This is an optimization exercise on Yosys and OpenROAD, whose aim is small area and a short achievable clock period, not a production implementation. Function was checked by simulation only, so behaviour that the tests miss may differ from the original.

## final_log
module final_log(clk, reset, base, in_data, out_data);
    input clk, reset;
    input [1:0] base;
    input [31:0] in_data;
    output reg [31:0] out_data;
    function [20:0] tn0;
        input [1:0] b;
        input [2:0] d;    
        begin
            case ({b[1], b[1] ? 1'b0 : b[0], d})
                5'b00000: tn0 = 21'h1fffff;
                5'b00001: tn0 = 21'h1d2eba;
                5'b00010: tn0 = 21'h1e730d;
                5'b00011: tn0 = 21'h1ba1c8;
                5'b00100: tn0 = 21'h1f2e7a;
                5'b00101: tn0 = 21'h1c5d35;
                5'b00110: tn0 = 21'h1da188;
                5'b00111: tn0 = 21'h1ad043;
                5'b01000: tn0 = 21'h1fffff;
                5'b01001: tn0 = 21'h198336;
                5'b01010: tn0 = 21'h1c6e00;
                5'b01011: tn0 = 21'h15f137;
                5'b01100: tn0 = 21'h1e1d8f;
                5'b01101: tn0 = 21'h17a0c6;
                5'b01110: tn0 = 21'h1a8b90;
                5'b01111: tn0 = 21'h140ec7;
                5'b10000: tn0 = 21'h1fffff;
                5'b10001: tn0 = 21'h16a3fd;
                5'b10010: tn0 = 21'h1ad961;
                5'b10011: tn0 = 21'h117d5f;
                5'b10100: tn0 = 21'h1d47fc;
                5'b10101: tn0 = 21'h13ebfa;
                5'b10110: tn0 = 21'h18215e;
                5'b10111: tn0 = 21'hec55c;
                default: tn0 = 21'h1fffff;
            endcase
        end
    endfunction
    function [17:0] tn1;
        input [1:0] b;
        input [1:0] d;    
        begin
            case ({b[1], b[1] ? 1'b0 : b[0], d})
                4'b0000: tn1 = 18'h3ffff;
  ...
Size: ~1900 cells after synthesis, ~68 I/O pins, about 13000 um2 of cells after synthesis.
Settings: LEC_CHECK=0, ABC_AREA=1, CAP_MARGIN=20, CORE_MARGIN=2, CORE_UTILIZATION=40, SLEW_MARGIN=20; clock period 60.0 ns.
standard.sh (not shown) runs the stock make flow with config.mk's settings and CLKGATE_MAP_FILE= SYNTH_SCRIPT=/design/flow/synth_recipe.tcl, a recipe that flattens the netlist after the stock synthesis.
==> flow/flow/run.sh <==
#!/bin/bash
# The standard layout (the standard.sh: ORFS from synthesis to the final
# layout, unchanged), with ORFS's timing repair asked to leave 35 ns of setup
# slack instead of none, so that it sizes and buffers the critical paths.
# Ports get buf_1 buffers rather than the delay cells buffer_ports picks on
# its own; the timing repair resizes them where that matters.
# The ORFS logs keep each tool's output; run.log keeps make's.
set -euo pipefail
bash standard.sh SETUP_SLACK_MARGIN=35 "BUFFER_PORTS_ARGS=-buffer_cell sky130_fd_sc_hd__buf_1" finish > run.log 2>&1
Then changed:
==> flow/flow/run.sh (replaced) <==
#!/bin/bash
# The standard layout (the standard.sh: ORFS from synthesis to the final
# layout, unchanged), with ORFS's timing repair asked to leave 35 ns of setup
# slack instead of none, so that it sizes and buffers the critical paths.
# The ORFS logs keep each tool's output; run.log keeps make's.
set -euo pipefail
bash standard.sh SETUP_SLACK_MARGIN=35 finish > run.log 2>&1
Settings changed: ABC_AREA 1 to not set.
Routed wire length rose by 16%.
Design area is higher by 19%.
Non-clock buffer count went up by 134.
Critical path depth fell by 13.


Starting RTL as in the previous note.
## final_log
module final_log(clk, reset, base, in_data, out_data);
    input clk, reset;
    input [1:0] base;
    input [31:0] in_data;
    output reg [31:0] out_data;
    function [20:0] tn0;
        input [1:0] b;
        input [2:0] d;    
        begin
            case ({b[1], b[1] ? 1'b0 : b[0], d})
                5'b00000: tn0 = 21'h1fffff;
                5'b00001: tn0 = 21'h1d2eba;
                5'b00010: tn0 = 21'h1e730d;
                5'b00011: tn0 = 21'h1ba1c8;
                5'b00100: tn0 = 21'h1f2e7a;
                5'b00101: tn0 = 21'h1c5d35;
                5'b00110: tn0 = 21'h1da188;
                5'b00111: tn0 = 21'h1ad043;
                5'b01000: tn0 = 21'h1fffff;
                5'b01001: tn0 = 21'h198336;
                5'b01010: tn0 = 21'h1c6e00;
                5'b01011: tn0 = 21'h15f137;
                5'b01100: tn0 = 21'h1e1d8f;
                5'b01101: tn0 = 21'h17a0c6;
                5'b01110: tn0 = 21'h1a8b90;
                5'b01111: tn0 = 21'h140ec7;
                5'b10000: tn0 = 21'h1fffff;
                5'b10001: tn0 = 21'h16a3fd;
                5'b10010: tn0 = 21'h1ad961;
                5'b10011: tn0 = 21'h117d5f;
                5'b10100: tn0 = 21'h1d47fc;
                5'b10101: tn0 = 21'h13ebfa;
  ...
export LEC_CHECK = 0
export ABC_AREA = 1
export CAP_MARGIN = 20
export CORE_MARGIN = 2
export CORE_UTILIZATION = 40
export SLEW_MARGIN = 20
create_clock -name core_clock -period 60.0 [get_ports {clk}]
==> flow/flow/run.sh <==
#!/bin/bash
# The standard layout (the standard.sh: ORFS from synthesis to the final
# layout, unchanged), with ORFS's timing repair asked to leave 33 ns of setup
# slack instead of none, so that it sizes and buffers the critical paths.
# The ORFS logs keep each tool's output; run.log keeps make's.
set -euo pipefail
bash standard.sh SETUP_SLACK_MARGIN=33 finish > run.log 2>&1
The baseline completed without violations.
Edit:
==> flow/flow/run.sh (replaced) <==
#!/bin/bash
set -euo pipefail
bash standard.sh SETUP_SLACK_MARGIN=37 "BUFFER_PORTS_ARGS=-buffer_cell sky130_fd_sc_hd__buf_1" SKIP_GATE_CLONING=1 finish > run.log 2>&1
CTS_BUF_LIST = sky130_fd_sc_hd__clkbuf_8   (was unset)
CTS_CLUSTER_DIAMETER = 200   (was unset)
CTS_CLUSTER_SIZE = 30   (was unset)
What happened: The changed run went through all stages and came out clean; setup slack improved by 2.4 ns; worst hold slack degrades by 0.35 ns; die area does not change; via count rose by 7.9%; design area increases by about 15%; sequential share of layout area drops by 0.67 points; utilization came out higher by 6.7 points; critical path depth grows by 3.

re-timing with driven ports:
The results above use ideal ports. As a check the final layouts listed here were re-extracted and re-timed, cells and wires unchanged. Step 1, drivers: a clkbuf_16 drives clk and a buf_2 each remaining input, both assumed. Step 2, shift: input delay + t, output delay - t, t = (earliest + latest rising clock arrival at the registers) / 2. This alone moves slack from input paths to output paths. a / b / c = no drivers / after step 1 / after step 2; a / b = the first two.
run | t (ns) | setup slack, ns | latest minus earliest clock arrival (ns) | worst slew at a driven data input, ns | pins driven straight from the clock port
the first run of note 1 | 0.327 | 35.880 / 35.838 / 36.165 | 0.008 / 0.008 | 0.03 | 1
the second run of note 1 | 0.321 | 34.694 / 34.650 / 34.971 | 0.002 / 0.002 | 0.04 | 1
the first run of note 2 | 0.328 | 34.265 / 34.226 / 34.554 | 0.009 / 0.009 | 0.04 | 1
the second run of note 2 | 0.327 | 36.654 / 36.618 / 36.945 | 0.008 / 0.008 | 0.04 | 1
After both steps every run listed still meets setup and hold.
